Context: an optimization exercise on an open-source flow, tuned for small area and a short achievable clock period. The choices shown serve that exercise and are no tape-out recipe. Function was checked by simulation only, so behaviour that the tests miss may differ from the original. Power and IR drop assume default switching activity.

===== flow/config.mk =====
export PLATFORM = sky130hd
export DESIGN_NAME = topmodule
export DESIGN_NICKNAME = topmodule
export VERILOG_FILES = /design/flow/design.v
export SDC_FILE = /design/flow/constraint.sdc
export NUM_CORES = 8
export LEC_CHECK = 0
export CAP_MARGIN = 20
export CORE_MARGIN = 2
export CORE_UTILIZATION = 40
export SLEW_MARGIN = 20

===== flow/constraint.sdc =====
create_clock -name core_clock -period 10.0 [get_ports {clk}]
set_input_delay 2.0000 -clock core_clock [delete_from_list [all_inputs] [get_ports {clk}]]
set_output_delay 2.0000 -clock core_clock [all_outputs]
set_load 0.01 [all_outputs]

===== flow/design.v =====
module Register_simple #(
     parameter WIDTH=8)
    (
	  input  clk, reset,
	  input	[WIDTH-1:0] DATA,
	  output reg [WIDTH-1:0] OUT
    );
always@(posedge clk) begin
	if(reset == 1'b1)
		OUT<={WIDTH{1'b0}};
	else	
		OUT<=DATA;
end
endmodule	 
module Register_sync_rw #(
     parameter WIDTH=8)
    (
	  input  clk, reset,we,
	  input	[WIDTH-1:0] DATA,
	  output reg [WIDTH-1:0] OUT
    );
always@(negedge clk) begin
	if (reset == 1'b1)
		OUT<={WIDTH{1'b0}};
	else if(we==1'b1)	
		OUT<=DATA;
end
endmodule	 
module Register_file #(parameter WIDTH=32)
    (
	  input clk, write_enable, reset,
	  input [3:0] Source_select_0, Source_select_1, Destination_select,
	  input	[WIDTH-1:0] DATA, Reg_15,
	  output wire [WIDTH-1:0] out_0, out_1
    );
wire [WIDTH-1:0] Reg_Out [14:0];
wire [15:0] Reg_enable;
genvar i;
generate
    for (i = 0 ; i < 15 ; i = i + 1) begin : registers
        Register_sync_rw #(WIDTH) Reg (.clk(clk),.reset(reset),.we(Reg_enable[i]& write_enable),.DATA(DATA),.OUT(Reg_Out[i]));
    end
endgenerate
Decoder_4to16 dec (.IN(Destination_select),.OUT(Reg_enable));
Mux_16to1 #(WIDTH) mux_0 (.select(Source_select_0),
	.input_0 (Reg_Out[0]),
	.input_1 (Reg_Out[1]),
	.input_2 (Reg_Out[2]),
	.input_3 (Reg_Out[3]),
	.input_4 (Reg_Out[4]),
	.input_5 (Reg_Out[5]),
	.input_6 (Reg_Out[6]),
	.input_7 (Reg_Out[7]),
	.input_8 (Reg_Out[8]),
	.input_9 (Reg_Out[9]),
	.input_10(Reg_Out[10]),
	.input_11(Reg_Out[11]),
	.input_12(Reg_Out[12]),
	.input_13(Reg_Out[13]),
	.input_14(Reg_Out[14]),
	.input_15(Reg_15),
	.output_value(out_0)
    );
Mux_16to1 #(WIDTH) mux_1 (.select(Source_select_1),
	.input_0 (Reg_Out[0]),
	.input_1 (Reg_Out[1]),
	.input_2 (Reg_Out[2]),
	.input_3 (Reg_Out[3]),
	.input_4 (Reg_Out[4]),
	.input_5 (Reg_Out[5]),
	.input_6 (Reg_Out[6]),
	.input_7 (Reg_Out[7]),
	.input_8 (Reg_Out[8]),
	.input_9 (Reg_Out[9]),
	.input_10(Reg_Out[10]),
	.input_11(Reg_Out[11]),
	.input_12(Reg_Out[12]),
	.input_13(Reg_Out[13]),
	.input_14(Reg_Out[14]),
	.input_15(Reg_15),
	.output_value(out_1)
    );
endmodule
module Decoder_4to16
    (
	  input [3:0] IN,
      output reg [15:0] OUT
    );
always @(*) begin
	case(IN)
		4'h0:OUT=16'h0001;
		4'h1:OUT=16'h0002;
		4'h2:OUT=16'h0004;
		4'h3:OUT=16'h0008;
		4'h4:OUT=16'h0010;
		4'h5:OUT=16'h0020;
		4'h6:OUT=16'h0040;
		4'h7:OUT=16'h0080;
		4'h8:OUT=16'h0100;
		4'h9:OUT=16'h0200;
		4'ha:OUT=16'h0400;
		4'hb:OUT=16'h0800;
		4'hc:OUT=16'h1000;
		4'hd:OUT=16'h2000;
		4'he:OUT=16'h4000;
		4'hf:OUT=16'h8000;
	endcase
end
endmodule
module Mux_16to1 #(parameter WIDTH=4)
    (
	  input [3:0] select,
	  input [WIDTH-1:0] input_0, input_1, input_2, input_3, input_4, input_5, input_6, input_7, input_8, input_9, input_10, input_11, input_12, input_13, input_14, input_15,
      output reg [WIDTH-1:0] output_value
    );
always@(*) begin
	case(select)
		4'b0000:output_value = input_0;
		4'b0001:output_value = input_1;
		4'b0010:output_value = input_2;
		4'b0011:output_value = input_3;
		4'b0100:output_value = input_4;
		4'b0101:output_value = input_5;
		4'b0110:output_value = input_6;
		4'b0111:output_value = input_7;
		4'b1000:output_value = input_8;
		4'b1001:output_value = input_9;
		4'b1010:output_value = input_10;
		4'b1011:output_value = input_11;
		4'b1100:output_value = input_12;
		4'b1101:output_value = input_13;
		4'b1110:output_value = input_14;
		4'b1111:output_value = input_15;
		default: output_value = {WIDTH{1'b0}};
	endcase
end
endmodule
module Mux_2to1 #(parameter WIDTH=4)
    (
	  input select,
	  input [WIDTH-1:0] input_0, input_1,
      output [WIDTH-1:0] output_value
    );
assign output_value = select ? input_1 : input_0;
endmodule
module ConstGen  #(parameter W=8, value=4) (output wire [(W -1) : 0] out);
	assign out = value;
endmodule 
module Adder #(parameter WIDTH=32)
    (
	  input	[WIDTH-1:0] DATA_A,
	  input	[WIDTH-1:0] DATA_B,
	  output [WIDTH-1:0] OUT
    );
assign OUT = DATA_A + DATA_B;
endmodule	 
module Extender(
input [23:0] A,
input [1:0] select,
output reg [31:0] Q
);
always @(*)
begin
	case(select)
	0: Q = {24'b0,A[7:0]};
	1: Q = {20'b0,A[11:0]};
	2: Q = {{6{A[23]}}, A, 2'b0};
	default: Q = 0;
	endcase
end
endmodule
module shifter #(
     parameter WIDTH=8)
    (
	  input [1:0]  control,
	  input [4:0]  shamt,
	  input signed [WIDTH-1:0] DATA,
	  output reg signed [WIDTH-1:0] OUT
    );
parameter LSL=2'b00,
		  LSR=2'b01,
		  ASR=2'b10,
		  RR=2'b11;
always@(*) begin
	case(control)
	LSL: OUT = DATA << shamt;
	LSR: OUT = DATA >> shamt;
	ASR: OUT = DATA >>> shamt;
	RR: OUT = {DATA, DATA} >> shamt;
	endcase
end
endmodule	 
module ALU #(parameter WIDTH=8)
    (
	  input [3:0] control,
	  input CI,
	  input [WIDTH-1:0] DATA_A,
	  input [WIDTH-1:0] DATA_B,
      output reg [WIDTH-1:0] OUT,
	  output reg CO,
	  output reg OVF,
	  output N, Z
    );
parameter AND=4'b0000,
		  EXOR=4'b0001,
		  SubtractionAB=4'b0010,
		  SubtractionBA=4'b0011,
		  Addition=4'b0100,
		  Addition_Carry=4'b0101,
		  SubtractionAB_Carry=4'b0110,
		  SubtractionBA_Carry=4'b0111,
		  ORR=4'b1100,
		  Move=4'b1101,
		  Bit_Clear=4'b1110,
		  Move_Not=4'b1111;
assign N = OUT[WIDTH-1];
assign Z = ~(|OUT);
always@(*) begin
	case(control)
		AND:begin
			OUT = DATA_A & DATA_B;
			CO = 1'b0;
			OVF = 1'b0;
		end
		EXOR:begin
			OUT = DATA_A ^ DATA_B;
			CO = 1'b0;
			OVF = 1'b0;
		end
		SubtractionAB:begin
			OUT = DATA_A - DATA_B;
			CO = ~N;  
			OVF = (DATA_A[WIDTH-1] & ~DATA_B[WIDTH-1] & ~OUT[WIDTH-1]) | (~DATA_A[WIDTH-1] & DATA_B[WIDTH-1] & OUT[WIDTH-1]);
		end
		SubtractionBA:begin
			OUT = DATA_B - DATA_A;
			CO = ~N;  
			OVF = (DATA_B[WIDTH-1] & ~DATA_A[WIDTH-1] & ~OUT[WIDTH-1]) | (~DATA_B[WIDTH-1] & DATA_A[WIDTH-1] & OUT[WIDTH-1]);
		end
		Addition:begin
			{CO,OUT} = DATA_A + DATA_B;
			OVF = (DATA_A[WIDTH-1] & DATA_B[WIDTH-1] & ~OUT[WIDTH-1]) | (~DATA_A[WIDTH-1] & ~DATA_B[WIDTH-1] & OUT[WIDTH-1]);
		end
		Addition_Carry:begin
			{CO,OUT} = DATA_A + DATA_B + CI;
			OVF = (DATA_A[WIDTH-1] & DATA_B[WIDTH-1] & ~OUT[WIDTH-1]) | (~DATA_A[WIDTH-1] & ~DATA_B[WIDTH-1] & OUT[WIDTH-1]);
		end
		SubtractionAB_Carry:begin
			OUT = DATA_A - DATA_B + CI - 1;
			CO = ~N;  
			OVF = (DATA_A[WIDTH-1] & ~DATA_B[WIDTH-1] & ~OUT[WIDTH-1]) | (~DATA_A[WIDTH-1] & DATA_B[WIDTH-1] & OUT[WIDTH-1]);
		end
		SubtractionBA_Carry:begin
			OUT = DATA_B - DATA_A + CI - 1;
			CO = ~N;  
			OVF = (DATA_B[WIDTH-1] & ~DATA_A[WIDTH-1] & ~OUT[WIDTH-1]) | (~DATA_B[WIDTH-1] & DATA_A[WIDTH-1] & OUT[WIDTH-1]);
		end
		ORR:begin
			OUT = DATA_A | DATA_B;
			CO = 1'b0;
			OVF = 1'b0;
		end
		Move:begin
			OUT = DATA_B;
			CO = 1'b0;
			OVF = 1'b0;
		end
		Bit_Clear:begin
			OUT = DATA_A ^ ~DATA_B;
			CO = 1'b0;
			OVF = 1'b0;
		end
		Move_Not:begin
			OUT = ~DATA_B;
			CO = 1'b0;
			OVF = 1'b0;
		end
		default:begin
		OUT = {WIDTH{1'b0}};
		CO = 1'b0;
		OVF = 1'b0;
		end
	endcase
end
endmodule	 
module ConditionCheck(
	input [3:0] Cond,
	input [3:0] Flags,			 
	output reg CondEx);
always @(*)
begin
	case(Cond)
	4'b0000: 
	begin
		CondEx = Flags[2];
	end
	4'b0001: 
	begin
		CondEx = ~Flags[2];
	end
	4'b0010: 
	begin
		CondEx = Flags[1];
	end
	4'b0011: 
	begin
		CondEx = ~Flags[1];
	end
	4'b0100: 
	begin
		CondEx = Flags[3];
	end
	4'b0101: 
	begin
		CondEx = ~Flags[3];
	end
	4'b0110: 
	begin
		CondEx = Flags[0];
	end
	4'b0111: 
	begin
		CondEx = ~Flags[0];
	end
	4'b1000: 
	begin
		CondEx = (~Flags[2]) & Flags[1];
	end
	4'b1001: 
	begin
		CondEx = Flags[2] | (~Flags[1]);
	end
	4'b1010: 
	begin
		CondEx = ~(Flags[3] ^ Flags[0]);
	end
	4'b1011: 
	begin
		CondEx = Flags[3] ^ Flags[0];
	end
	4'b1100: 
	begin
		CondEx = (~Flags[2]) & (~(Flags[3] ^ Flags[0]));
	end
	4'b1101: 
	begin
		CondEx = Flags[2] | (Flags[3] ^ Flags[0]);
	end
	default: CondEx = 1'b1;			 
	endcase
end	
endmodule 
module ConditionalLogic(
	input [3:0] Cond,
	input [3:0] ALUFlags,
	input [1:0] FlagW,
	input PCS, Branch,
	input RegW, MemW,
	input clk, reset,
	output PCWrite, RegWrite, MemWrite,
	output ALU_CI);
wire [1:0] FlagWrite;
reg [3:0] Flags;
wire CondEx;
ConditionCheck conditionCheck(
	.Cond(Cond),
	.Flags(Flags),			
	.CondEx(CondEx));
assign FlagWrite[1] = FlagW[1] & CondEx;
assign FlagWrite[0] = FlagW[0] & CondEx;
assign PCWrite = (PCS & CondEx) | (Branch & CondEx);
assign RegWrite = RegW & CondEx;
assign MemWrite = MemW & CondEx;
assign ALU_CI = Flags[1];			 
always @ (posedge clk)
begin
	if(reset)
	begin
		Flags <= 4'b0000;
	end
	else
	begin
	if(FlagWrite[1])
	begin
		Flags[3:2] <= ALUFlags[3:2];
	end
	if(FlagWrite[0])
	begin
		Flags[1:0] <= ALUFlags[1:0];
	end
	end
end		
endmodule 
module PCLogic( 
	input [3:0] Rd, 
	input Branch, RegW, 
	output PCSrc);
	assign PCSrc = ((Rd == 15) & RegW);
endmodule 
module ALUDecoder(
	input [4:0] Funct,
	input ALUOp, Branch,
	output reg [1:0] FlagW,
	output reg [3:0] ALUControl);
parameter AND=4'b0000,
		  EXOR=4'b0001,
		  SubtractionAB=4'b0010,
		  SubtractionBA=4'b0011,
		  Addition=4'b0100,
		  Addition_Carry=4'b0101,
		  SubtractionAB_Carry=4'b0110,
		  SubtractionBA_Carry=4'b0111,
		  ORR=4'b1100,
		  Move=4'b1101,
		  Bit_Clear=4'b1110,
		  Move_Not=4'b1111;
always @(Funct, ALUOp, Branch)	
begin
	case(ALUOp)
	0:
	begin
		FlagW = 2'b00;
		case(Branch)
		0: ALUControl = Addition;
		1: ALUControl = Move;
		endcase			
	end
	1:
	begin
		case(Funct[4:1])
		4'b0100:
		begin
			FlagW = Funct[0] ? 2'b11 : 2'b00;
			ALUControl = Addition;
		end
		4'b0010:
		begin
			FlagW = Funct[0] ? 2'b11 : 2'b00;
			ALUControl = SubtractionAB;
		end
		4'b0000:
		begin
			FlagW = Funct[0] ? 2'b10 : 2'b00;
			ALUControl = AND;
		end
		4'b1100:
		begin
			FlagW = Funct[0] ? 2'b10 : 2'b00;
			ALUControl = ORR;
		end
		4'b1101:
		begin
			FlagW = Funct[0] ? 2'b10 : 2'b00;
			ALUControl = Move;
		end
		4'b1010:
		begin
			FlagW = 2'b11;
			ALUControl = SubtractionAB;
		end
		default:
		begin
			FlagW = 2'b00;
			ALUControl = Move;
		end
		endcase
	end
	endcase
end
endmodule 
module MainDecoder(
	input [1:0] Op, 
	input [5:0] Funct,			
	input [4:0] shamt5,
	input [1:0] sh,
	input L,
	input [23:0] bx_inst,
	output reg RegW, MemtoReg, ALUSrc, WriteSrc, 
	output wire ALUOp, Branch, MemW,
	output reg [1:0] ImmSrc, 
	output reg [2:0] RegSrc,     
	output reg [4:0] shamt,
	output reg [1:0] shiftControl);
assign ALUOp = (Op == 2'b00) & (~( bx_inst == 24'b000100101111111111110001));
assign Branch = (Op == 2'b10) | (( bx_inst == 24'b000100101111111111110001) & (Op == 2'b00));
assign MemW = (Op == 2'b01) & (Funct[0] == 1'b0);			 
always @(*)
begin
	case(Op)
	2'b00:
	begin
		if( bx_inst == 24'b000100101111111111110001)
		begin
			RegSrc[1] =1'b0;		 
			RegSrc[2] = 1'b0;
			RegSrc[0] = 1'b0;
			RegW = 1'b0;
			WriteSrc = 1'b0;
			MemtoReg = 1'b0;		 
			ALUSrc = 1'b0;
			shamt = 0;				 
			shiftControl = 0;		 
			ImmSrc = 2'b00;
		end
		else
		begin
			RegSrc = 3'b000;		 
			WriteSrc = 1'b0;		 
			shamt = shamt5;
			shiftControl = sh;
			MemtoReg = 1'b0;
			if(Funct[4:1] == 4'b1010)
			begin
				RegW = 1'b0;
			end
			else
			begin
				RegW = 1'b1;
			end
			case(Funct[5])
			0:
			begin
				ImmSrc = 2'b00;
				ALUSrc = 1'b0; 		 
			end
			1:
			begin
				ImmSrc = 2'b00;		 
				ALUSrc = 1'b1;			 
			end
			endcase
		end
	end
	2'b01:
	begin
		ALUSrc = 1'b1; 		 
		ImmSrc = 2'b01;		 
		shamt = 0;				 
		shiftControl = 0;		 
		RegSrc[0] = 1'b0;		 
		WriteSrc = 1'b0;		 
		case(Funct[0])
		0:
		begin
			RegSrc[1] =1'b1;		 
			RegSrc[2] = 1'b0;
			RegW = 1'b0;
			MemtoReg = 1'b0;
		end
		1:
		begin
			RegSrc[2] =1'b0;		 
			RegSrc[1] = 1'b0;
			RegW = 1'b1;
			MemtoReg = 1'b1;
		end
		endcase
	end
	2'b10:
	begin
		ImmSrc = 2'b10;				 
		case(L)
		0:
		begin
			RegSrc = 3'b000;
			RegW = 1'b0;
			WriteSrc = 1'b0;
			ALUSrc = 1'b1;
			shamt = 0;				 
			shiftControl = 0;		 
			MemtoReg = 1'b0;		 
		end
		1:
		begin
			RegSrc[2] =1'b1;		 
			RegSrc[1:0] = 2'b00;
			WriteSrc = 1'b1;		 
			ALUSrc = 1'b1;			 
			shamt = 0;				 
			shiftControl = 0;		 
			RegW = 1'b1;			
			MemtoReg = 1'b0;		 
		end
		endcase
	end
	default:
	begin
		RegSrc =3'b000;
		RegW = 1'b0;
		WriteSrc = 1'b0;
		MemtoReg = 1'b0;		
		ALUSrc = 1'b0;
		shamt = 0;				
		shiftControl = 0;		
		ImmSrc = 2'b00;
	end
	endcase
end	
endmodule 
module Decoder_control(
	input [1:0] Op, 
	input [5:0] Funct, 
	input [3:0] Rd,
	input [4:0] shamt5,
	input [1:0] sh,
	input L, 
	input [23:0] bx_inst, 
	output wire [1:0] FlagW,
	output PCSrc, RegW, MemW,
	output MemtoReg, ALUSrc, WriteSrc,
	output [1:0] ImmSrc,
	output [2:0] RegSrc,	
	output [3:0] ALUControl,
	output [4:0] shamt,
	output [1:0] shiftControl,
	output BranchD);
wire ALUOp, Branch;
assign BranchD = Branch;
ALUDecoder ALUdecoder(
	.Funct(Funct[4:0]),
	.ALUOp(ALUOp), .Branch(Branch),
	.FlagW(FlagW),
	.ALUControl(ALUControl));
PCLogic pclogic( 
	.Rd(Rd), 
	.Branch(Branch), .RegW(RegW), 
	.PCSrc(PCSrc));
MainDecoder mainDecoder(
	.Op(Op), 
	.Funct(Funct),			
	.shamt5(shamt5),
	.sh(sh),
	.L(L),
	.bx_inst(bx_inst),
	.RegW(RegW), .MemtoReg(MemtoReg), .ALUSrc(ALUSrc), .WriteSrc(WriteSrc), 
	.ALUOp(ALUOp), .Branch(Branch), .MemW(MemW),
	.ImmSrc(ImmSrc), 
	.RegSrc(RegSrc),    
	.shamt(shamt),
	.shiftControl(shiftControl));
endmodule 
module datapath(
	clk,
	ALU_CI,
	PCSrcW,
	WriteSrcW,
	RegSrcW,
	RESET,
	MemWriteM,
	RegWriteW,
	ALUSrcE,
	MemtoRegW,
	ALUControlE,
	ImmSrcD,
	RegSrc,
	shamt,
	ShiftCont,
	ALU_CO,
	ALU_OVF,
	ALU_N,
	ALU_Z,
	ALUOutW,
	Instruction,
	PC_out,
	RD1_out,
	RD2_out,
	ReadDataW,
	InstrF,
	ReadDataM,
	DataAdrM,
	WriteDataM
);
input wire	clk;
input wire	ALU_CI;
input wire	PCSrcW;
input wire	WriteSrcW;
input wire	RegSrcW;
input wire	RESET;
input wire	MemWriteM;
input wire	RegWriteW;
input wire	ALUSrcE;
input wire	MemtoRegW;
input wire	[3:0] ALUControlE;
input wire	[1:0] ImmSrcD;
input wire	[1:0] RegSrc;
input wire	[4:0] shamt;
input wire	[1:0] ShiftCont;
output wire	ALU_CO;
output wire	ALU_OVF;
output wire	ALU_N;
output wire	ALU_Z;
output wire	[31:0] ALUOutW;
output wire	[31:0] Instruction;
output wire	[31:0] PC_out;
output wire	[31:0] RD1_out;
output wire	[31:0] RD2_out;
output wire	[31:0] ReadDataW;
input wire	[31:0] InstrF;
input wire	[31:0] ReadDataM;
output wire	[31:0] DataAdrM;
output wire	[31:0] WriteDataM;
wire	[31:0] Instr;
wire	[31:0] SYNTHESIZED_WIRE_0;
wire	[31:0] SYNTHESIZED_WIRE_1;
wire	[31:0] SYNTHESIZED_WIRE_2;
wire	[31:0] SYNTHESIZED_WIRE_3;
wire	[31:0] SYNTHESIZED_WIRE_4;
wire	[31:0] SYNTHESIZED_WIRE_36;
wire	[31:0] SYNTHESIZED_WIRE_37;
wire	SYNTHESIZED_WIRE_7;
wire	[31:0] SYNTHESIZED_WIRE_8;
wire	[3:0] SYNTHESIZED_WIRE_9;
wire	[3:0] SYNTHESIZED_WIRE_11;
wire	[3:0] SYNTHESIZED_WIRE_12;
wire	[31:0] SYNTHESIZED_WIRE_38;
wire	[31:0] SYNTHESIZED_WIRE_39;
wire	[31:0] SYNTHESIZED_WIRE_16;
wire	[31:0] SYNTHESIZED_WIRE_17;
wire	[31:0] SYNTHESIZED_WIRE_18;
wire	[31:0] SYNTHESIZED_WIRE_19;
wire	[31:0] SYNTHESIZED_WIRE_40;
wire	[31:0] SYNTHESIZED_WIRE_21;
wire	[31:0] SYNTHESIZED_WIRE_22;
wire	[31:0] SYNTHESIZED_WIRE_23;
wire	[3:0] SYNTHESIZED_WIRE_24;
wire	[3:0] SYNTHESIZED_WIRE_26;
wire	[3:0] SYNTHESIZED_WIRE_27;
wire	[31:0] SYNTHESIZED_WIRE_28;
wire	[3:0] SYNTHESIZED_WIRE_29;
wire	[31:0] SYNTHESIZED_WIRE_32;
wire	[31:0] SYNTHESIZED_WIRE_34;
wire	[3:0] SYNTHESIZED_WIRE_35;
assign	ALUOutW = SYNTHESIZED_WIRE_22;
assign	PC_out = SYNTHESIZED_WIRE_38;
assign	RD1_out = SYNTHESIZED_WIRE_18;
assign	RD2_out = SYNTHESIZED_WIRE_39;
assign	ReadDataW = SYNTHESIZED_WIRE_23;
Register_simple	b2v_decode_regInst(
	.clk(clk),
	.reset(RESET),
	.DATA(SYNTHESIZED_WIRE_0),
	.OUT(Instr));
	defparam	b2v_decode_regInst.WIDTH = 32;
Register_simple	b2v_execute_regExtImm(
	.clk(clk),
	.reset(RESET),
	.DATA(SYNTHESIZED_WIRE_1),
	.OUT(SYNTHESIZED_WIRE_16));
	defparam	b2v_execute_regExtImm.WIDTH = 32;
Register_simple	b2v_execute_regRD1(
	.clk(clk),
	.reset(RESET),
	.DATA(SYNTHESIZED_WIRE_2),
	.OUT(SYNTHESIZED_WIRE_18));
	defparam	b2v_execute_regRD1.WIDTH = 32;
Register_simple	b2v_execute_regRD2(
	.clk(clk),
	.reset(RESET),
	.DATA(SYNTHESIZED_WIRE_3),
	.OUT(SYNTHESIZED_WIRE_39));
	defparam	b2v_execute_regRD2.WIDTH = 32;
Register_simple	b2v_execute_regWA3E(
	.clk(clk),
	.reset(RESET),
	.DATA(Instr[15:12]),
	.OUT(SYNTHESIZED_WIRE_29));
	defparam	b2v_execute_regWA3E.WIDTH = 4;
Register_simple	b2v_FetchReg(
	.clk(clk),
	.reset(RESET),
	.DATA(SYNTHESIZED_WIRE_4),
	.OUT(SYNTHESIZED_WIRE_38));
	defparam	b2v_FetchReg.WIDTH = 32;
Mux_2to1	b2v_inst(
	.select(PCSrcW),
	.input_0(SYNTHESIZED_WIRE_36),
	.input_1(SYNTHESIZED_WIRE_37),
	.output_value(SYNTHESIZED_WIRE_4));
	defparam	b2v_inst.WIDTH = 32;
Register_file	b2v_inst1(
	.clk(clk),
	.write_enable(RegWriteW),
	.reset(RESET),
	.DATA(SYNTHESIZED_WIRE_8),
	.Destination_select(SYNTHESIZED_WIRE_9),
	.Reg_15(SYNTHESIZED_WIRE_36),
	.Source_select_0(SYNTHESIZED_WIRE_11),
	.Source_select_1(SYNTHESIZED_WIRE_12),
	.out_0(SYNTHESIZED_WIRE_2),
	.out_1(SYNTHESIZED_WIRE_3));
	defparam	b2v_inst1.WIDTH = 32;
ConstGen	b2v_inst10(
	.out(SYNTHESIZED_WIRE_32));
	defparam	b2v_inst10.value = 4;
	defparam	b2v_inst10.W = 32;
Mux_2to1	b2v_inst11(
	.select(WriteSrcW),
	.input_0(SYNTHESIZED_WIRE_37),
	.input_1(SYNTHESIZED_WIRE_38),
	.output_value(SYNTHESIZED_WIRE_8));
	defparam	b2v_inst11.WIDTH = 32;
Mux_2to1	b2v_inst13(
	.select(ALUSrcE),
	.input_0(SYNTHESIZED_WIRE_39),
	.input_1(SYNTHESIZED_WIRE_16),
	.output_value(SYNTHESIZED_WIRE_17));
	defparam	b2v_inst13.WIDTH = 32;
shifter	b2v_inst14(
	.control(ShiftCont),
	.DATA(SYNTHESIZED_WIRE_17),
	.shamt(shamt),
	.OUT(SYNTHESIZED_WIRE_19));
	defparam	b2v_inst14.WIDTH = 32;
ALU	b2v_inst15(
	.CI(ALU_CI),
	.control(ALUControlE),
	.DATA_A(SYNTHESIZED_WIRE_18),
	.DATA_B(SYNTHESIZED_WIRE_19),
	.CO(ALU_CO),
	.OVF(ALU_OVF),
	.N(ALU_N),
	.Z(ALU_Z),
	.OUT(SYNTHESIZED_WIRE_28));
	defparam	b2v_inst15.WIDTH = 32;
assign	DataAdrM = SYNTHESIZED_WIRE_40;
assign	WriteDataM = SYNTHESIZED_WIRE_21;
assign	SYNTHESIZED_WIRE_34 = ReadDataM;
Mux_2to1	b2v_inst18(
	.select(MemtoRegW),
	.input_0(SYNTHESIZED_WIRE_22),
	.input_1(SYNTHESIZED_WIRE_23),
	.output_value(SYNTHESIZED_WIRE_37));
	defparam	b2v_inst18.WIDTH = 32;
Mux_2to1	b2v_inst2(
	.select(RegSrc[0]),
	.input_0(Instr[19:16]),
	.input_1(SYNTHESIZED_WIRE_24),
	.output_value(SYNTHESIZED_WIRE_11));
	defparam	b2v_inst2.WIDTH = 4;
ConstGen	b2v_inst3(
	.out(SYNTHESIZED_WIRE_24));
	defparam	b2v_inst3.value = 15;
	defparam	b2v_inst3.W = 4;
Mux_2to1	b2v_inst4(
	.select(RegSrc[1]),
	.input_0(Instr[3:0]),
	.input_1(Instr[15:12]),
	.output_value(SYNTHESIZED_WIRE_12));
	defparam	b2v_inst4.WIDTH = 4;
assign	SYNTHESIZED_WIRE_0 = InstrF;
Mux_2to1	b2v_inst6(
	.select(RegSrcW),
	.input_0(SYNTHESIZED_WIRE_26),
	.input_1(SYNTHESIZED_WIRE_27),
	.output_value(SYNTHESIZED_WIRE_9));
	defparam	b2v_inst6.WIDTH = 4;
ConstGen	b2v_inst7(
	.out(SYNTHESIZED_WIRE_27));
	defparam	b2v_inst7.value = 14;
	defparam	b2v_inst7.W = 4;
Extender	b2v_inst8(
	.A(Instr[23:0]),
	.select(ImmSrcD),
	.Q(SYNTHESIZED_WIRE_1));
assign	SYNTHESIZED_WIRE_7 =  ~clk;
Register_simple	b2v_memory_regALUResultE(
	.clk(clk),
	.reset(RESET),
	.DATA(SYNTHESIZED_WIRE_28),
	.OUT(SYNTHESIZED_WIRE_40));
	defparam	b2v_memory_regALUResultE.WIDTH = 32;
Register_simple	b2v_memory_regWAEM(
	.clk(clk),
	.reset(RESET),
	.DATA(SYNTHESIZED_WIRE_29),
	.OUT(SYNTHESIZED_WIRE_35));
	defparam	b2v_memory_regWAEM.WIDTH = 4;
Register_simple	b2v_memory_regWriteDataE(
	.clk(clk),
	.reset(RESET),
	.DATA(SYNTHESIZED_WIRE_39),
	.OUT(SYNTHESIZED_WIRE_21));
	defparam	b2v_memory_regWriteDataE.WIDTH = 32;
Adder	b2v_PCPlus4(
	.DATA_A(SYNTHESIZED_WIRE_38),
	.DATA_B(SYNTHESIZED_WIRE_32),
	.OUT(SYNTHESIZED_WIRE_36));
	defparam	b2v_PCPlus4.WIDTH = 32;
Register_simple	b2v_writeback_regALUOutM(
	.clk(clk),
	.reset(RESET),
	.DATA(SYNTHESIZED_WIRE_40),
	.OUT(SYNTHESIZED_WIRE_22));
	defparam	b2v_writeback_regALUOutM.WIDTH = 32;
Register_simple	b2v_writeback_regReadDataW(
	.clk(clk),
	.reset(RESET),
	.DATA(SYNTHESIZED_WIRE_34),
	.OUT(SYNTHESIZED_WIRE_23));
	defparam	b2v_writeback_regReadDataW.WIDTH = 32;
Register_simple	b2v_writeback_regWA3W(
	.clk(clk),
	.reset(RESET),
	.DATA(SYNTHESIZED_WIRE_35),
	.OUT(SYNTHESIZED_WIRE_26));
	defparam	b2v_writeback_regWA3W.WIDTH = 4;
assign	Instruction = Instr;
endmodule
module topmodule (
	input clk, rst,
	output [31:0] PC_out, RD1, RD2,
	output wire [31:0] Inst,
	output REGWr,
	output [3:0] ALUCnt,
	output [31:0] ALUOutW, ReadDataW,
	input [31:0] InstrF,
	output [31:0] DataAdrM, WriteDataM,
	output MemWriteM,
	input [31:0] ReadDataM);
wire [31:0] Instruction;
assign Inst = Instruction;
assign REGWr = RegWriteW;
assign ALUCnt = ALUControlE;
wire ALU_CI;	
wire WriteSrcD, WriteSrcE, WriteSrcM, WriteSrcW;
wire [1:0] ImmSrcD;
wire [2:0] RegSrc;
wire [1:0] RegSrcD;	
wire [3:0] ALUControlD, ALUControlE;
wire [4:0] shamtD, shamtE;
wire [1:0] shiftControlD, shiftControlE;
wire RegSrcD2;
wire ALU_N, ALU_Z, ALU_CO, ALU_OVF;
wire [3:0] ALUFlags;
wire [1:0] FlagWriteD, FlagWriteE; 
wire PCSrcD, BranchD, RegWriteD, MemWriteD, ALUSrcD, MemtoRegD;
wire ALUSrcE, PCSrcE, BranchE, RegWriteE, MemWriteE, MemtoRegE, RegSrcE;
wire RegWriteE_cond, MemWriteE_cond, PCSrcE_cond;
wire [3:0] Cond, CondE;
wire PCSrcM, RegWriteM, MemtoRegM, RegSrcM;
wire PCSrcW, RegWriteW, MemtoRegW, RegSrcW;
assign ALUFlags = {ALU_N, ALU_Z, ALU_CO, ALU_OVF};
assign Cond = Instruction[31:28];
assign RegSrcD = RegSrc[1:0];
assign RegSrcD2 = RegSrc[2];
datapath datapath(
	.clk(clk),
	.RESET(rst),
	.MemWriteM(MemWriteM),
	.PCSrcW(PCSrcW),
	.ALUSrcE(ALUSrcE),
	.MemtoRegW(MemtoRegW),
	.RegWriteW(RegWriteW),
	.WriteSrcW(WriteSrcW),
	.RegSrcW(RegSrcW),
	.ALU_CI(ALU_CI),
	.ALUControlE(ALUControlE),
	.ImmSrcD(ImmSrcD),
	.RegSrc(RegSrcD),
	.shamt(shamtE),
	.ShiftCont(shiftControlE),
	.ALU_CO(ALU_CO),
	.ALU_OVF(ALU_OVF),
	.ALU_N(ALU_N),
	.ALU_Z(ALU_Z),
	.Instruction(Instruction),
	.PC_out(PC_out), 
	.RD1_out(RD1), 
	.RD2_out(RD2),
	.ALUOutW(ALUOutW),
	.ReadDataW(ReadDataW),
	.InstrF(InstrF),
	.ReadDataM(ReadDataM),
	.DataAdrM(DataAdrM),
	.WriteDataM(WriteDataM));
ConditionalLogic conditionalLogic(
	.Cond(CondE),
	.ALUFlags(ALUFlags),
	.FlagW(FlagWriteE),
	.PCS(PCSrcE), .Branch(BranchE), 		
	.RegW(RegWriteE), .MemW(MemWriteE),
	.clk(clk), .reset(rst),
	.RegWrite(RegWriteE_cond), .MemWrite(MemWriteE_cond),
	.PCWrite(PCSrcE_cond),
	.ALU_CI(ALU_CI));
Decoder_control decoder_control(
	.Op(Instruction[27:26]), 
	.Funct(Instruction[25:20]), 
	.Rd(Instruction[15:12]),
	.shamt5(Instruction[11:7]),
	.sh(Instruction[6:5]),
	.L(Instruction[24]), 
	.bx_inst(Instruction[27:4]), 
	.FlagW(FlagWriteD),
	.PCSrc(PCSrcD), .RegW(RegWriteD), .MemW(MemWriteD),
	.MemtoReg(MemtoRegD), .ALUSrc(ALUSrcD), .WriteSrc(WriteSrcD),
	.ImmSrc(ImmSrcD),
	.RegSrc(RegSrc),	
	.ALUControl(ALUControlD),
	.shamt(shamtD),
	.shiftControl(shiftControlD),
	.BranchD(BranchD));
Register_simple #(.WIDTH(1)) execute_PCSrc
    (
	  .clk(clk), .reset(rst),
	  .DATA(PCSrcD),
	  .OUT(PCSrcE)
    );
Register_simple  #(.WIDTH(1)) execute_BranchD
    (
	  .clk(clk), .reset(rst),
	  .DATA(BranchD),
	  .OUT(BranchE)
    );
Register_simple  #(.WIDTH(1)) execute_RegWriteD
    (
	  .clk(clk), .reset(rst),
	  .DATA(RegWriteD),
	  .OUT(RegWriteE)
    );
Register_simple  #(.WIDTH(1)) execute_MemWriteD
    (
	  .clk(clk), .reset(rst),
	  .DATA(MemWriteD),
	  .OUT(MemWriteE)
    );
Register_simple  #(.WIDTH(1)) execute_MemtoRegD
    (
	  .clk(clk), .reset(rst),
	  .DATA(MemtoRegD),
	  .OUT(MemtoRegE)
    );
Register_simple  #(.WIDTH(4)) execute_ALUControlD
    (
	  .clk(clk), .reset(rst),
	  .DATA(ALUControlD),
	  .OUT(ALUControlE)
    );	 
Register_simple  #(.WIDTH(1)) execute_ALUSrcD
    (
	  .clk(clk), .reset(rst),
	  .DATA(ALUSrcD),
	  .OUT(ALUSrcE)
    );	
Register_simple  #(.WIDTH(2)) execute_FlagWriteD
    (
	  .clk(clk), .reset(rst),
	  .DATA(FlagWriteD),
	  .OUT(FlagWriteE)
    );	
Register_simple  #(.WIDTH(4)) execute_Cond   
    (
	  .clk(clk), .reset(rst),
	  .DATA(Cond),
	  .OUT(CondE)
    ); 
Register_simple  #(.WIDTH(1)) execute_RegSrcD2
    (
	  .clk(clk), .reset(rst),
	  .DATA(RegSrcD2),
	  .OUT(RegSrcE)
    );	 
Register_simple  #(.WIDTH(5)) execute_shamtD
    (
	  .clk(clk), .reset(rst),
	  .DATA(shamtD),
	  .OUT(shamtE)
    );	
Register_simple  #(.WIDTH(2)) execute_shiftControlD
    (
	  .clk(clk), .reset(rst),
	  .DATA(shiftControlD),
	  .OUT(shiftControlE)
    );	
Register_simple  #(.WIDTH(1)) execute_WriteSrcD
    (
	  .clk(clk), .reset(rst),
	  .DATA(WriteSrcD),
	  .OUT(WriteSrcE)
    );		 
Register_simple  #(.WIDTH(1)) memory_PCSrcE_cond
    (
	  .clk(clk), .reset(rst),
	  .DATA(PCSrcE_cond),
	  .OUT(PCSrcM)
    );	
Register_simple  #(.WIDTH(1)) memory_RegWriteE_cond
    (
	  .clk(clk), .reset(rst),
	  .DATA(RegWriteE_cond),
	  .OUT(RegWriteM)
    );	
Register_simple  #(.WIDTH(1)) memory_MemWriteE_cond
    (
	  .clk(clk), .reset(rst),
	  .DATA(MemWriteE_cond),
	  .OUT(MemWriteM)
    );		 
Register_simple  #(.WIDTH(1)) memory_MemtoRegE
    (
	  .clk(clk), .reset(rst),
	  .DATA(MemtoRegE),
	  .OUT(MemtoRegM)
    );
Register_simple  #(.WIDTH(1)) memory_WriteSrcE
    (
	  .clk(clk), .reset(rst),
	  .DATA(WriteSrcE),
	  .OUT(WriteSrcM)
    );
Register_simple  #(.WIDTH(1)) memory_RegSrcE
    (
	  .clk(clk), .reset(rst),
	  .DATA(RegSrcE),
	  .OUT(RegSrcM)
    );
Register_simple  #(.WIDTH(1)) writeback_PCSrcM
    (
	  .clk(clk), .reset(rst),
	  .DATA(PCSrcM),
	  .OUT(PCSrcW)
    );
Register_simple  #(.WIDTH(1)) writeback_RegWriteM
    (
	  .clk(clk), .reset(rst),
	  .DATA(RegWriteM),
	  .OUT(RegWriteW)
    );
Register_simple  #(.WIDTH(1)) writeback_MemtoRegM
    (
	  .clk(clk), .reset(rst),
	  .DATA(MemtoRegM),
	  .OUT(MemtoRegW)
    );	
Register_simple  #(.WIDTH(1)) writeback_WriteSrcM
    (
	  .clk(clk), .reset(rst),
	  .DATA(WriteSrcM),
	  .OUT(WriteSrcW)
    );
Register_simple  #(.WIDTH(1)) writeback_RegSrcM   
    (
	  .clk(clk), .reset(rst),
	  .DATA(RegSrcM),
	  .OUT(RegSrcW)
    );
endmodule 

===== flow/run.sh =====
#!/bin/bash
# synth_recipe.tcl (not shown) runs the flow's synth.tcl, then flattens the netlist and writes it again
# the make line also repeats each setting of config.mk as NAME=value (left out here)
make -C /OpenROAD-flow-scripts/flow DESIGN_CONFIG=/design/flow/config.mk WORK_HOME=/design/flow/orfs CLKGATE_MAP_FILE= SYNTH_SCRIPT=/design/flow/synth_recipe.tcl finish

==> flow_summary.json <==
{
  "status": "timing/DRC/antenna clean",
  "yosys_warnings": 16,
  "p_leak_uw": 0.0243,
  "seq_area_mm2": 0.0163,
  "cts_post_setup_buffers_inserted": 0,
  "place_hpwl_mm": 223,
  "drc": 0,
  "setup_slack_ps": 991,
  "critPathLaunchType": "flop",
  "cts_max_level": 3,
  "hold_class": "reg2reg",
  "skew_ps": 56.8,
  "synth_cell_type_count": 121,
  "required_ps": 10630,
  "first_iter_violations": 11205,
  "grt_pass1_vias": 59357,
  "syn_area_per_cell_um2": 7.70,
  "slowest_stage": "ha_1",
  "worstSkewPairLatency_ps": 760,
  "setup_viol": 0,
  "ctsHoldBuffers": 0,
  "cts-root-buf": "clkbuf_16",
  "cts_resized": 0,
  "synth_seq_cells": 814,
  "critPathArrivalTime_ps": 9640,
  "antenna_found_initial": 28,
  "grt_usage_pct": 45.3,
  "cp-end-kind": "flop",
  "fin_nets": 7837,
  "power_uw": 11300,
  "area_growth_pct": 20.8,
  "totalWireLength_mm": 323,
  "setup-tns-final_ps": 0,
  "syn-instance-count": 6966,
  "syn_area_mm2": 0.0536,
  "cp_num_buf_inv": 2,
  "grt_pass1_wl_mm": 448,
  "min_period_ps": 9010,
  "drt.antenna.violating_nets": 0,
  "critPathKind": "reg2reg",
  "relSlewSlack_pct": 14.4,
  "final_cell_mix": "nand2_1, dfxtp_1, a21oi_1",
  "seq_area_frac_synth_pct": 30.4,
  "dpl-instance-area_mm2": 0.0597,
  "fillers": 13205,
  "synth_top_flop_cell": "dfxtp_1",
  "cts_buffers": 92,
  "place_ws_ps": 1080,
  "synth_edf_count": 0,
  "drtPass1Iterations": 10,
  "cts.clk_slew.worst_paths_ps": 60,
  "wl_per_cell_um": 34.1,
  "io_pins": 328,
  "synthesis.nets": 7175,
  "vias_per_cell": 6.74,
  "core_mm2": 0.133,
  "crit_chain": "buf_12 -> mux2_2 -> mux4_2 -> o221ai_1 -> nor2_1 -> o211ai_1 -> and3_1 -> inv_1 -> ha_1 -> nor2b_1 -> nor4_1 -> nand3_1 -> a2111oi_4 -> nor2_1 -> o22ai_1 -> xnor2_1 -> nor4b_2 -> nand2_1 -> xnor2_1 -> a2111oi_2 -> nand4_1 -> o41ai_2",
  "fin_crit_sh_pct": 90.1,
  "stdcell_area_mm2": 0.0648,
  "start_util_pct": 40.2,
  "vdd_drop_max_v": 0.000134,
  "rows": 134,
  "async_flop_share_pct": 0,
  "vias": 63903,
  "cap_violations": 0,
  "ctsLongestPathBuffers": 3,
  "die_w_um": 370,
  "rsz0062_at_grt": "no",
  "hold_violations": 0,
  "grt_start_max_net_pins": 131,
  "cts_tree": "yes",
  "slew_viol_final": 0,
  "cp_slowest_stage_delay_ps": 850,
  "max_freq_mhz": 111,
  "worst_pin_slew_ps": 1280,
  "dieArea_mm2": 0.137,
  "multiInputGateArea_mm2": 0.0348,
  "p_per_area_mw_per_mm2": 175,
  "overflow": 0,
  "die_h_um": 370,
  "place.gp.congestion": 1.08,
  "clock-sinks": 814,
  "cp_max_fo": 81,
  "port_buffers": 327,
  "final_common_cell": "nand2_1",
  "drive_gt1_share_pct": 11.2,
  "path_delay_family": "compound AO/OA/AOI/OAI gates"
}
metrics by stage:
| step | utilization, % | hold slack, ps | cells |
|---|---|---|---|
| final | 48.6 | 433 | 9479 |
| after global routing | 48.6 | 454 | 9474 |
| after CTS | 48.6 | 436 | 9473 |
| after detailed placement | 44.8 | 418 | 8822 |
| after global placement | 44.8 | 418 | 8821 |
| after floorplan | - | 405 | 6966 |
registers in the layout (all words and copies together), names as in the netlist, 26 cells and up:
register and cells:
datapath.b2v_memory_regWriteDataE.OUT 32, datapath.b2v_execute_regExtImm.OUT 26, datapath.b2v_inst1.registers.Reg.OUT 480, datapath.b2v_execute_regRD1.OUT 32
datapath.b2v_FetchReg.OUT 32, datapath.b2v_memory_regALUResultE.OUT 32, datapath.b2v_writeback_regALUOutM.OUT 32, datapath.b2v_execute_regRD2.OUT 32
datapath.b2v_writeback_regReadDataW.OUT 32, datapath.b2v_decode_regInst.OUT 32
metal layers:
metal	global-route usage, %	vias to the layer above	wire (um)
li1	-	26713	-
met3	16.2	1594	45100
met1	56.5	30248	120000
met2	64.9	5324	131000
met5	0.140	-	174
met4	31.1	24	27300
cells in the mapped netlist, types with 39 or more instances:
cell	number	area share [%]
nand4_1	116	1.4
and2_1	73	0.85
nand2_1	1252	8.8
nand2b_1	51	0.60
nor3_1	221	2.1
xnor2_1	128	2.1
nor2_1	499	3.5
nor4_1	47	0.55
nand3_1	175	1.6
inv_1	120	0.84
a21oi_1	731	6.8
mux2_2	117	2.5
a221oi_1	50	0.82
o21ai_0	144	1.3
buf_2	50	0.47
clkbuf_1	454	3.2
dfxtp_1	814	30
nor2b_1	204	2.4
a211oi_1	116	1.6
o221ai_1	39	0.64
a222oi_1	55	1.0
mux4_2	85	3.6
a22oi_1	355	5.0
mux2i_1	110	2.1
o211ai_1	58	0.81
ha_1	140	3.3
o22ai_1	49	0.57
power by group:
part	leakage [uW]	internal, uW	switching [uW]	total, uW
clock	0.00415	2340	2100	4440
combinational	0.0136	1120	2230	3350
sequential	0.00660	3340	179	3510
kinds of logic after synthesis:
logic type | after synthesis | synth area share (%)
multiplexers | 312 | 8.08
XOR/XNOR | 159 | 2.61
buffers and inverters | 694 | 5.45
AND/OR/NAND/NOR | 2831 | 24.5
AO/OA/AOI/OAI | 2013 | 25.6
flip-flops | 814 | 30.4
adder cells (fa/ha/maj) | 143 | 3.38
cell type report:
type                    instances  share of cell area (%)
diodes                          5                  0.0193
clock buffers                 112                    3.91
clock inverters               540                    3.85
inverters                     123                   0.713
multi-input cells            5458                    53.8
flip-flops and latches        814                    25.2
well taps                    1768                    3.42
repair buffers                659                    9.11
worst reg2reg max path, cell delays in order, from the launching register on:
cell	delay, ps
dfxtp_4	720
buf_12	510
mux2_2	410
mux4_2	460
o221ai_1	560
nor2_1	90
o211ai_1	180
and3_1	420
inv_1	130
ha_1	850
nor2b_1	210
nor4_1	560
nand3_1	290
a2111oi_4	590
nor2_1	180
o22ai_1	720
xnor2_1	360
nor4b_2	370
nand2_1	100
xnor2_1	160
a2111oi_2	460
nand4_1	220
o41ai_2	360
final timing paths:
path / depth (start not counted) / start / slack, ps / end
worst max-delay path: 22 / execute_shamtD.OUT[2]$_SDFF_PP0_ / 990 / conditionalLogic.Flags[2]$_SDFFE_PP0P_
worst min-delay path: 1 / execute_RegWriteD.OUT$_SDFF_PP0_ / 430 / memory_RegWriteE_cond.OUT$_SDFF_PP0_
worst max register to register: 22 / execute_shamtD.OUT[2]$_SDFF_PP0_ / 990 / conditionalLogic.Flags[2]$_SDFFE_PP0P_
worst min register to register: 1 / execute_RegWriteD.OUT$_SDFF_PP0_ / 430 / memory_RegWriteE_cond.OUT$_SDFF_PP0_
